This is an optimization exercise on Yosys and OpenROAD, whose aim is small area and a short achievable clock period, not a production implementation. Where RTL was checked, it was by simulation tests only, not by an equivalence proof against the original. Power and IR drop assume default switching activity.

cedar:
Design top, start of the top module:
module top (
  input         clk,
  input         rst,
  input  [31:0] a,
  input  [31:0] b,
  output [67:0] y
);
Size in the first run: about 17000 um2 of cells after synthesis.
==> flow/config.mk <==
export PLATFORM = sky130hd
export DESIGN_NAME = top
export DESIGN_NICKNAME = top
export VERILOG_FILES = /design/flow/design.v
export SDC_FILE = /design/flow/constraint.sdc
export NUM_CORES = 4
export LEC_CHECK = 0
export CAP_MARGIN = 20
export CORE_MARGIN = 2
export CORE_UTILIZATION = 40
export SLEW_MARGIN = 70
==> flow/constraint.sdc <==
create_clock -name core_clock -period 12.0 [get_ports {clk}]
set_input_delay 2.4000 -clock core_clock [delete_from_list [all_inputs] [get_ports {clk}]]
set_output_delay 2.4000 -clock core_clock [all_outputs]
set_load 0.01 [all_outputs]
standard.sh (not shown) runs the stock make flow with config.mk's settings and CLKGATE_MAP_FILE= SYNTH_SCRIPT=/design/flow/synth_recipe.tcl, a recipe that flattens the netlist after the stock synthesis.
==> flow/flow/run.sh <==
#!/bin/bash
# Own layout flow: the standard flow, with two changes.
#  1. After the standard synthesis, polarity.py removes inverters around the full adders
#     (a netlist rewrite that keeps every register and the logic function).
#  2. Port buffers are buf_2 cells instead of the default delay-buffer cells.
# Each tool's output goes to a log file of its own in this folder.
set -euo pipefail
here=$(pwd)
R=$here/orfs/results/$FLOW_PLATFORM/top/base
bash standard.sh "$R/1_2_yosys.v" > synth.log 2>&1
cp "$R/1_2_yosys.v" "$here/1_2_yosys.std.v"
python3 flow/polarity.py "$here/1_2_yosys.std.v" "$R/1_2_yosys.v" > polarity.log 2>&1
export BUFFER_PORTS_ARGS="-buffer_cell sky130_fd_sc_hd__buf_2"
bash standard.sh > layout.log 2>&1
Other scripts of this flow, unchanged in this note and not shown: flow/flow/polarity.py
cedar: done, clean on timing, DRC and antenna
> inputs changed (cedar -> oak)
diff --git a/flow/design.v b/flow/design.v
--- a/flow/design.v
+++ b/flow/design.v
@@ -1415,19 +1415,15 @@
   wire [10:0] c11_q1_d = {1'b0, c11_c310, c11_s337, c11_s335, c11_s333, c11_s331, c11_s329, c11_s327, c11_s325, c11_s323, c11_s321};
   wire [6:0] c12_ql_d = c12_lo;
   wire [10:0] c12_q0_d = {1'b0, c12_c676, c12_c674, c12_c672, c12_c670, c12_c668, c12_c666, c12_c664, c12_c662, c12_c660, c12_c658};
   wire [10:0] c12_q1_d = {1'b0, c12_c648, c12_s675, c12_s673, c12_s671, c12_s669, c12_s667, c12_s665, c12_s663, c12_s661, c12_s659};
   wire [6:0] c21_ql_d = c21_lo;
   wire [10:0] c21_q0_d = {1'b0, c21_c1014, c21_c1012, c21_c1010, c21_c1008, c21_c1006, c21_c1004, c21_c1002, c21_c1000, c21_c998, c21_c996};
   wire [10:0] c21_q1_d = {1'b0, c21_c986, c21_s1013, c21_s1011, c21_s1009, c21_s1007, c21_s1005, c21_s1003, c21_s1001, c21_s999, c21_s997};
   wire [6:0] c22_ql_d = c22_lo;
   wire [10:0] c22_q0_d = {1'b0, c22_c1352, c22_c1350, c22_c1348, c22_c1346, c22_c1344, c22_c1342, c22_c1340, c22_c1338, c22_c1336, c22_c1334};
   wire [10:0] c22_q1_d = {1'b0, c22_c1324, c22_s1351, c22_s1349, c22_s1347, c22_s1345, c22_s1343, c22_s1341, c22_s1339, c22_s1337, c22_s1335};
-  wire [12:0] c11_hs = {1'b0, c11_q0, c11_ql[6]} + {1'b0, c11_q1, c11_ql[6]};
-  assign y[16:0] = {c11_hs[11:1], c11_ql[5:0]};
-  wire [12:0] c12_hs = {1'b0, c12_q0, c12_ql[6]} + {1'b0, c12_q1, c12_ql[6]};
-  assign y[33:17] = {c12_hs[11:1], c12_ql[5:0]};
-  wire [12:0] c21_hs = {1'b0, c21_q0, c21_ql[6]} + {1'b0, c21_q1, c21_ql[6]};
-  assign y[50:34] = {c21_hs[11:1], c21_ql[5:0]};
-  wire [12:0] c22_hs = {1'b0, c22_q0, c22_ql[6]} + {1'b0, c22_q1, c22_ql[6]};
-  assign y[67:51] = {c22_hs[11:1], c22_ql[5:0]};
+  assign y[16:0] = {c11_q0 + c11_q1 + c11_ql[6], c11_ql[5:0]};
+  assign y[33:17] = {c12_q0 + c12_q1 + c12_ql[6], c12_ql[5:0]};
+  assign y[50:34] = {c21_q0 + c21_q1 + c21_ql[6], c21_ql[5:0]};
+  assign y[67:51] = {c22_q0 + c22_q1 + c22_ql[6], c22_ql[5:0]};
 endmodule
--- outcome ---
Going from cedar to oak, fraction of power consumed by the clock network has decreased, largest stage delay on the critical path has remained practically unchanged, diode insertion count for antenna repair has increased. Comparing oak against cedar, there is no change at all in total CTS buffers. | wire length | oak vs cedar | about 1.6% lower |. Going from cedar to oak, the wire length on met1 was found to have gone down by 1100 um. Setup slack in oak vs cedar: down 0.046 ns. Relative to cedar, the number of standard cells in the layout, taps in and fillers out of oak is lower by about 1.4%. From cedar to oak the numbers moved as follows: number of global-route vias before repair decreased by 2.7% relative to the old numbers; sink count of the clock tree closely matched the old numbers; highest clock rate decreased by 1.5 MHz relative to the old numbers; largest net degree at the start of global routing increased by 6 relative to the old numbers. Summary — global-route usage, oak relative to cedar: higher, by 0.16 points. Density: oak sparser than cedar.
Function not checked in cedar: the RTL went through the layout flow alone.

static timing again, ports no longer ideal:
In the flow no input, the clock included, has a driving cell. The finished layouts below were timed again as built, in two steps. Step 1 (the two cells are an assumption about what drives the block):
set clk [get_ports {clk}]
set_driving_cell -lib_cell sky130_fd_sc_hd__clkbuf_16 $clk
set_driving_cell -lib_cell sky130_fd_sc_hd__buf_2 [delete_from_list [all_inputs] $clk]
Step 2 times the ports against the registers' clock, not the clock port: input delays grow and output delays shrink by t, the midpoint of the rising clock arrivals with the driver on. a / b / c = ideal / step 1 / step 2; a / b = the first two.
| run | t, ns | setup slack, ns | pins driven straight from the clock port |
|---|---|---|---|
| cedar | 0.437 | 6.464 / 6.479 / 6.042 | 1 |
| oak | 0.427 | 6.417 / 6.443 / 6.016 | 1 |
After both steps every run listed still meets setup and hold. For cedar, which loses most, drivers alone change the setup slack by +0.015 ns; drivers and shift together by -0.422 ns.
